This is an optimization exercise on Yosys and OpenROAD, whose aim is small area, not a production implementation. The RTL was checked by simulation tests, not by an equivalence proof against the original design. Power and IR drop assume default switching activity.

==> inputs of 04-25 <==
==> flow/design.v (excerpt) <==
module top (
	input        MAX10_CLK1_50,
	input        SW0,	 
	input  [1:0] KEY,
	output [7:0] HEX0,
	output [7:0] HEX1,
	output [7:0] HEX2,
	output [7:0] HEX3,
	output [9:0] LEDR
);
==> module countdown_timer, before the edit <==
module countdown_timer (
	input              clk,
	input              rst_n,
	input              PB0_flag,
	input              PB1_flag,
	output logic       PB0_read,
	output logic       PB1_read,
	output logic [6:0] seg_sec0,
	output logic [6:0] seg_sec1,
	output logic [6:0] seg_min0,
	output logic [6:0] seg_min1,
	output logic       finish_flag
);
localparam logic [2:0] IDLE0 = 3'd0, IDLE1 = 3'd4, INC0 = 3'd1, INC1 = 3'd5, FIN0 = 3'd2, FIN1 = 3'd6, ACTIVE = 3'd3, DECREMENT = 3'd7;
logic [2:0] state, next_state;
logic       decrement_flag;
logic       z_s0, z_s1, z_m0, z_m1, n_m0;
logic [13:0] cnt;
wire last = ~cnt[13] & ~cnt[12] & ~cnt[11] & cnt[10] & cnt[9] & ~cnt[8] &
            ~cnt[7] & ~cnt[6] & ~cnt[5] & cnt[4] & ~cnt[3] & cnt[1];
wire is_zero = z_s0 & z_s1 & z_m0 & z_m1;
wire idle = (state == IDLE0) || (state == IDLE1);
wire inc  = (state == INC0)  || (state == INC1);
wire fin  = (state == FIN0)  || (state == FIN1);
wire dec  = (state == DECREMENT);
assign finish_flag = (state == IDLE1) || (state == INC1) || (state == FIN1);
always_ff @(posedge clk or negedge rst_n) begin
	if (!rst_n) state <= IDLE0;
	else        state <= next_state;
end
always_comb begin
	PB0_read   = 1'b0;
	PB1_read   = 1'b0;
	next_state = state;
	case (state)
		IDLE0, IDLE1: begin
			if (PB0_flag) begin
				next_state = INC0;
				PB0_read   = 1'b1;
			end else if (PB1_flag) begin
				next_state = ACTIVE;
				PB1_read   = 1'b1;
			end else begin
				next_state = IDLE0;
			end
		end
		INC0, INC1: next_state = IDLE0;
		ACTIVE: begin
			if (PB1_flag) begin
				next_state = IDLE0;
				PB1_read   = 1'b1;
			end else if (is_zero) begin
				next_state = FIN0;
			end else if (decrement_flag) begin
				next_state = DECREMENT;
			end
		end
		DECREMENT: next_state = ACTIVE;
		FIN0, FIN1: begin
			if (PB0_flag) begin
				next_state = INC1;
				PB0_read   = 1'b1;
			end else if (PB1_flag) begin
				next_state = IDLE1;
				PB1_read   = 1'b1;
			end else begin
				next_state = FIN1;
			end
		end
		default: begin
			next_state = 'x;
			PB0_read   = 1'bx;
			PB1_read   = 1'bx;
		end
	endcase
end
always_ff @(posedge clk) begin
	if (idle || last) cnt <= {decrement_flag, 13'd0};
	else              cnt <= {cnt[12:0], ~(cnt[13] ^ cnt[12])};
end
always_ff @(posedge clk or negedge rst_n) begin
	if (!rst_n)                              decrement_flag <= 1'b0;
	else if (dec)                            decrement_flag <= 1'b0;
	else if (state == ACTIVE && last)        decrement_flag <= 1'b1;
end
wire b0  = dec & z_s0;           
wire b1  = b0 & z_s1;            
wire b2  = b1 & z_m0;            
wire c0  = inc & n_m0;           
digit_sec0 sec0 (.clk, .rst_n, .dn(dec),          .seg(seg_sec0), .is0(z_s0));
digit_sec1 sec1 (.clk, .rst_n, .dn(b0),           .seg(seg_sec1), .is0(z_s1));
digit_min0 min0 (.clk, .rst_n, .up(inc), .dn(b1), .seg(seg_min0), .is0(z_m0), .is9(n_m0));
digit_min1 min1 (.clk, .rst_n, .up(c0),  .dn(b2), .seg(seg_min1), .is0(z_m1), .is9());
endmodule
clock: 10.0 ns
lec_check: 0
cap_margin: 20
core_margin: 2
core_utilization: 40
slew_margin: 20
standard.sh (not shown) runs the stock make flow with config.mk's settings and CLKGATE_MAP_FILE= SYNTH_SCRIPT=/design/flow/synth_recipe.tcl, a recipe that flattens the netlist after the stock synthesis.
==> flow/flow/run.sh <==
#!/bin/bash
# Layout flow: the standard flow (standard.sh), with these changes:
#  1. after the standard synthesis, its combinational logic is mapped again
#     by remap.ys (Yosys + abc.script, an area-oriented ABC script, run with
#     four seeds; the smallest result is used); every register cell of the
#     standard synthesis is kept unchanged, with its name and cell type, and
#     Yosys proves each result equivalent to the standard netlist (equiv.ys)
#  2. port buffers use the smallest buffer cell
#  3. clock tree synthesis without dummy loads
# Logs: synth_make.log and flow_make.log (make), remap_*.log (Yosys),
# orfs/logs/ (each ORFS step).
set -euo pipefail
here=$(pwd)
res=$here/orfs/results/sky130hd/top/base
lib=$FLOW_HOME/platforms/sky130hd/lib/sky130_fd_sc_hd__tt_025C_1v80.lib
yosys_bin=$(command -v yosys || echo "$FLOW_HOME/../tools/install/yosys/bin/yosys")

bash standard.sh synth > "$here/synth_make.log" 2>&1
cp "$res/1_2_yosys.v" "$here/std_1_2_yosys.v"

regs() { grep -oE 'sky130_fd_sc_hd__(df|edf|sdf)[a-z0-9_]* [^ ]+' "$1" | sort; }
remap() {  # $1 = seed
  local s=$1
  sed -e "s#@T@#40#" -e "s#@SEED@#$s#" flow/abc.script > "$here/remap_$s.abc"
  sed -e "s#@LIB@#$lib#g" -e "s#@IN@#$here/std_1_2_yosys.v#" \
      -e "s#@OUT@#$here/remap_$s.v#" -e "s#@ABC@#$here/remap_$s.abc#" \
      flow/remap.ys > "$here/remap_$s.ys"
  "$yosys_bin" -l "$here/remap_$s.log" -q "$here/remap_$s.ys" > /dev/null 2>&1 || return 0
  "$yosys_bin" -q -l "$here/remap_${s}_area.log" -p "read_liberty -lib $lib; read_verilog $here/remap_$s.v; hierarchy -top top; stat -liberty $lib" > /dev/null 2>&1 || return 0
  sed -e "s#@LIB@#$lib#g" -e "s#@GOLD@#$here/std_1_2_yosys.v#" -e "s#@GATE@#$here/remap_$s.v#" \
      flow/equiv.ys > "$here/equiv_$s.ys"
  "$yosys_bin" -l "$here/equiv_$s.log" -q "$here/equiv_$s.ys" > /dev/null 2>&1 && touch "$here/remap_${s}_proven"
  return 0
}
for s in 1 2 3 4; do remap $s & done
wait
best=""; best_area=""
for s in 1 2 3 4; do
  [[ -f "$here/remap_${s}_proven" ]] || continue
  [[ "$(regs "$here/std_1_2_yosys.v")" == "$(regs "$here/remap_$s.v")" ]] || continue
  a=$(grep "Chip area" "$here/remap_${s}_area.log" | awk '{print $NF}')
  echo "seed $s: area $a" >> "$here/remap_choice.log"
  if [[ -z "$best" ]] || awk "BEGIN{exit !($a < $best_area)}"; then best=$s; best_area=$a; fi
done
if [[ -n "$best" ]]; then
  cp "$here/remap_$best.v" "$res/1_2_yosys.v"
  rm -f "$res/1_synth.odb" "$res/1_synth.sdc"
  echo "using seed $best" >> "$here/remap_choice.log"
else
  echo "no usable remap: standard netlist kept" >> "$here/remap_choice.log"
fi

bash standard.sh BUFFER_PORTS_ARGS="-buffer_cell sky130_fd_sc_hd__buf_1" \
  CTS_ARGS="-sink_clustering_enable -repair_clock_nets -dont_use_dummy_load" \
  finish > "$here/flow_make.log" 2>&1
==> flow/flow/abc.script <==
strash
&get -n
&deepsyn -T @T@ -S @SEED@
&put
dch -f
&get -n
&nf -R 1000
&put
topo
stime -c
==> flow/flow/equiv.ys <==
# Proves that the re-mapped netlist does what the standard synthesis's does.
read_liberty -ignore_miss_func @LIB@
read_verilog @GOLD@
rename top gold
read_verilog @GATE@
rename top gate
flatten gold gate
opt_clean
async2sync
equiv_make gold gate equiv
hierarchy -top equiv
equiv_simple -seq 5
equiv_induct -seq 5
equiv_status -assert
Other scripts of this flow, unchanged in this note and not shown: flow/flow/remap.ys
==> 10-13: changes against 04-25 <==
--- a/flow/design.v
+++ b/flow/design.v
@@ -13,3 +13,3 @@
 );
-localparam logic [2:0] IDLE0 = 3'd0, IDLE1 = 3'd4, INC0 = 3'd1, INC1 = 3'd5, FIN0 = 3'd2, FIN1 = 3'd6, ACTIVE = 3'd3, DECREMENT = 3'd7;
+localparam logic [2:0] IDLE = 3'd0, INCREMENT = 3'd1, ACTIVE = 3'd2, DECREMENT = 3'd3, FINISH = 3'd4;
 logic [2:0] state, next_state;
@@ -21,9 +21,4 @@
 wire is_zero = z_s0 & z_s1 & z_m0 & z_m1;
-wire idle = (state == IDLE0) || (state == IDLE1);
-wire inc  = (state == INC0)  || (state == INC1);
-wire fin  = (state == FIN0)  || (state == FIN1);
-wire dec  = (state == DECREMENT);
-assign finish_flag = (state == IDLE1) || (state == INC1) || (state == FIN1);
-always_ff @(posedge clk or negedge rst_n) begin
-	if (!rst_n) state <= IDLE0;
+always_ff @(posedge clk or negedge rst_n) begin
+	if (!rst_n) state <= IDLE;
 	else        state <= next_state;
@@ -35,5 +30,5 @@
 	case (state)
-		IDLE0, IDLE1: begin
+		IDLE: begin
 			if (PB0_flag) begin
-				next_state = INC0;
+				next_state = INCREMENT;
 				PB0_read   = 1'b1;
@@ -42,13 +37,11 @@
 				PB1_read   = 1'b1;
-			end else begin
-				next_state = IDLE0;
 			end
 		end
-		INC0, INC1: next_state = IDLE0;
+		INCREMENT: next_state = IDLE;
 		ACTIVE: begin
 			if (PB1_flag) begin
-				next_state = IDLE0;
+				next_state = IDLE;
 				PB1_read   = 1'b1;
 			end else if (is_zero) begin
-				next_state = FIN0;
+				next_state = FINISH;
 			end else if (decrement_flag) begin
@@ -58,11 +51,9 @@
 		DECREMENT: next_state = ACTIVE;
-		FIN0, FIN1: begin
+		FINISH: begin
 			if (PB0_flag) begin
-				next_state = INC1;
+				next_state = INCREMENT;
 				PB0_read   = 1'b1;
 			end else if (PB1_flag) begin
-				next_state = IDLE1;
+				next_state = IDLE;
 				PB1_read   = 1'b1;
-			end else begin
-				next_state = FIN1;
 			end
@@ -77,10 +68,18 @@
 always_ff @(posedge clk) begin
-	if (idle || last) cnt <= {decrement_flag, 13'd0};
-	else              cnt <= {cnt[12:0], ~(cnt[13] ^ cnt[12])};
-end
-always_ff @(posedge clk or negedge rst_n) begin
-	if (!rst_n)                              decrement_flag <= 1'b0;
-	else if (dec)                            decrement_flag <= 1'b0;
-	else if (state == ACTIVE && last)        decrement_flag <= 1'b1;
-end
+	if (state == IDLE || last) cnt <= {decrement_flag, 13'd0};
+	else                       cnt <= {cnt[12:0], ~(cnt[13] ^ cnt[12])};
+end
+always_ff @(posedge clk or negedge rst_n) begin
+	if (!rst_n) begin
+		finish_flag    <= 1'b0;
+		decrement_flag <= 1'b0;
+	end else begin
+		if (state == IDLE || state == INCREMENT) finish_flag <= 1'b0;
+		else if (state == FINISH)                finish_flag <= 1'b1;
+		if (state == DECREMENT)                  decrement_flag <= 1'b0;
+		else if (state == ACTIVE && last)        decrement_flag <= 1'b1;
+	end
+end
+wire dec = (state == DECREMENT);
+wire inc = (state == INCREMENT);
 wire b0  = dec & z_s0;           
==> flow/flow/run.sh (replaced) <==
#!/bin/bash
# Layout flow: the standard flow (standard.sh), with two changes:
#  1. after the standard synthesis, its combinational logic is mapped again
#     by remap.ys (Yosys + abc.script, an area-oriented ABC script); every
#     register cell of the standard synthesis is kept unchanged
#  2. port buffers use the smallest buffer cell
# Logs: synth_make.log and flow_make.log (make), remap.log (Yosys),
# orfs/logs/ (each ORFS step).
set -euo pipefail
here=$(pwd)
res=$here/orfs/results/sky130hd/top/base
lib=$FLOW_HOME/platforms/sky130hd/lib/sky130_fd_sc_hd__tt_025C_1v80.lib
yosys_bin=$(command -v yosys || echo "$FLOW_HOME/../tools/install/yosys/bin/yosys")

bash standard.sh synth > "$here/synth_make.log" 2>&1
cp "$res/1_2_yosys.v" "$here/std_1_2_yosys.v"

sed -e "s#@LIB@#$lib#g" -e "s#@IN@#$here/std_1_2_yosys.v#" \
    -e "s#@OUT@#$here/remap_1_2_yosys.v#" -e "s#@ABC@#$here/flow/abc.script#" \
    flow/remap.ys > "$here/remap_run.ys"
if "$yosys_bin" -l "$here/remap.log" -q "$here/remap_run.ys" > /dev/null 2>&1; then
  regs() { grep -oE 'sky130_fd_sc_hd__(df|edf|sdf)[a-z0-9_]* [^ ]+' "$1" | sort; }
  if [[ "$(regs "$here/std_1_2_yosys.v")" == "$(regs "$here/remap_1_2_yosys.v")" ]]; then
    cp "$here/remap_1_2_yosys.v" "$res/1_2_yosys.v"
    rm -f "$res/1_synth.odb" "$res/1_synth.sdc"
    echo "remapped netlist in use" >> "$here/remap.log"
  else
    echo "registers differ: standard netlist kept" >> "$here/remap.log"
  fi
fi

bash standard.sh BUFFER_PORTS_ARGS="-buffer_cell sky130_fd_sc_hd__buf_1" \
  CTS_ARGS="-sink_clustering_enable -repair_clock_nets -dont_use_dummy_load" finish \
  > "$here/flow_make.log" 2>&1
==> flow/flow/abc.script (replaced) <==
strash
&get -n
&deepsyn -T 20
&put
dch -f
&get -n
&nf -R 1000
&put
topo
stime -c
removed: flow/flow/equiv.ys
==> 11-28: changes against 04-25 <==
--- a/flow/design.v
+++ b/flow/design.v
@@ -13,3 +13,3 @@
 );
-localparam logic [2:0] IDLE0 = 3'd0, IDLE1 = 3'd4, INC0 = 3'd1, INC1 = 3'd5, FIN0 = 3'd2, FIN1 = 3'd6, ACTIVE = 3'd3, DECREMENT = 3'd7;
+localparam logic [2:0] IDLE = 3'd0, INCREMENT = 3'd1, ACTIVE = 3'd2, DECREMENT = 3'd3, FINISH = 3'd4;
 logic [2:0] state, next_state;
@@ -21,9 +21,4 @@
 wire is_zero = z_s0 & z_s1 & z_m0 & z_m1;
-wire idle = (state == IDLE0) || (state == IDLE1);
-wire inc  = (state == INC0)  || (state == INC1);
-wire fin  = (state == FIN0)  || (state == FIN1);
-wire dec  = (state == DECREMENT);
-assign finish_flag = (state == IDLE1) || (state == INC1) || (state == FIN1);
-always_ff @(posedge clk or negedge rst_n) begin
-	if (!rst_n) state <= IDLE0;
+always_ff @(posedge clk or negedge rst_n) begin
+	if (!rst_n) state <= IDLE;
 	else        state <= next_state;
@@ -35,5 +30,5 @@
 	case (state)
-		IDLE0, IDLE1: begin
+		IDLE: begin
 			if (PB0_flag) begin
-				next_state = INC0;
+				next_state = INCREMENT;
 				PB0_read   = 1'b1;
@@ -42,13 +37,11 @@
 				PB1_read   = 1'b1;
-			end else begin
-				next_state = IDLE0;
 			end
 		end
-		INC0, INC1: next_state = IDLE0;
+		INCREMENT: next_state = IDLE;
 		ACTIVE: begin
 			if (PB1_flag) begin
-				next_state = IDLE0;
+				next_state = IDLE;
 				PB1_read   = 1'b1;
 			end else if (is_zero) begin
-				next_state = FIN0;
+				next_state = FINISH;
 			end else if (decrement_flag) begin
@@ -58,11 +51,9 @@
 		DECREMENT: next_state = ACTIVE;
-		FIN0, FIN1: begin
+		FINISH: begin
 			if (PB0_flag) begin
-				next_state = INC1;
+				next_state = INCREMENT;
 				PB0_read   = 1'b1;
 			end else if (PB1_flag) begin
-				next_state = IDLE1;
+				next_state = IDLE;
 				PB1_read   = 1'b1;
-			end else begin
-				next_state = FIN1;
 			end
@@ -77,10 +68,18 @@
 always_ff @(posedge clk) begin
-	if (idle || last) cnt <= {decrement_flag, 13'd0};
-	else              cnt <= {cnt[12:0], ~(cnt[13] ^ cnt[12])};
-end
-always_ff @(posedge clk or negedge rst_n) begin
-	if (!rst_n)                              decrement_flag <= 1'b0;
-	else if (dec)                            decrement_flag <= 1'b0;
-	else if (state == ACTIVE && last)        decrement_flag <= 1'b1;
-end
+	if (state == IDLE || last) cnt <= {decrement_flag, 13'd0};
+	else                       cnt <= {cnt[12:0], ~(cnt[13] ^ cnt[12])};
+end
+always_ff @(posedge clk or negedge rst_n) begin
+	if (!rst_n) begin
+		finish_flag    <= 1'b0;
+		decrement_flag <= 1'b0;
+	end else begin
+		if (state == IDLE || state == INCREMENT) finish_flag <= 1'b0;
+		else if (state == FINISH)                finish_flag <= 1'b1;
+		if (state == DECREMENT)                  decrement_flag <= 1'b0;
+		else if (state == ACTIVE && last)        decrement_flag <= 1'b1;
+	end
+end
+wire dec = (state == DECREMENT);
+wire inc = (state == INCREMENT);
 wire b0  = dec & z_s0;           
==> qor summary <==
metric	04-25	10-13	11-28
Fmax	0.274 GHz	0.269 GHz	0.259 GHz
Die span in x	77.7 microns	78.5 microns	78.3 microns
Worst hold path endpoint	blinker.lf[2]	blinker.lf[2]	blinker.lf[10]
Worst hold path startpoint	blinker.lf[1]	blinker.lf[1]	blinker.lf[9]
Minimum clock period after layout	3650 ps	3720 ps	3860 ps
Multi-input combinational cell count	145	147	147
Setup slack after layout	6350 ps	6280 ps	6140 ps
Routed metal-1 wirelength	1930 microns	1800 microns	1860 microns
GRT met2 Usage	19.0%	20.0%	20.9%
CP Capture Point	HEX3[5]	HEX2[5]	HEX3[0]
Count of placed standard cells including taps	320	323	325
Static Leakage	1.04 nW	1.04 nW	1.03 nW
Via-to-Cell Ratio	4.74	4.82	4.82
Wire length per cell	11.4 microns	11.3 microns	11.4 microns
Chip Height	77.7 microns	78.5 microns	78.3 microns
Fraction of area in clock buffers and inverters	2.88%	2.81%	2.83%
Count of non-filler cells in the finished layout	325	328	330
Transition at the pin with the smallest max-transition slack	582 ps	826 ps	910 ps
Internal reg-to-reg setup slack	7780 ps	7190 ps	6990 ps
Initial core utilization	42.0%	40.9%	40.9%
Global routing usage on met1	19.7%	17.4%	17.9%
Run status	complete, no violations	complete, no violations	complete, no violations

separate check: timing with driven ports:
The flow's constraints put no driver on any port. The routed layouts listed below were extracted and timed again, unchanged, in two steps. Step 1, drivers: a clkbuf_16 drives MAX10_CLK1_50 and a buf_2 each remaining input, both assumed. Step 2 adds t to the input delays and takes it off the output delays; t is the mean of the earliest and latest rising clock arrival at the registers after step 1. Input paths then give back, and output paths get back, about the clock's delay inside the block. Slacks: no drivers / after step 1 / after step 2; pairs: no drivers / after step 1.
run | t, ns | slack for setup (ns) | clock arrival spread, ns | worst data-port slew with drivers (ns)
04-25 | 0.318 | 6.354 / 6.326 / 6.644 | 0.019 / 0.019 | 0.03
10-13 | 0.310 | 6.279 / 6.252 / 6.562 | 0.027 / 0.026 | 0.03
11-28 | 0.314 | 6.141 / 6.116 / 6.430 | 0.013 / 0.013 | 0.03
After both steps setup and hold are still met in every run listed.
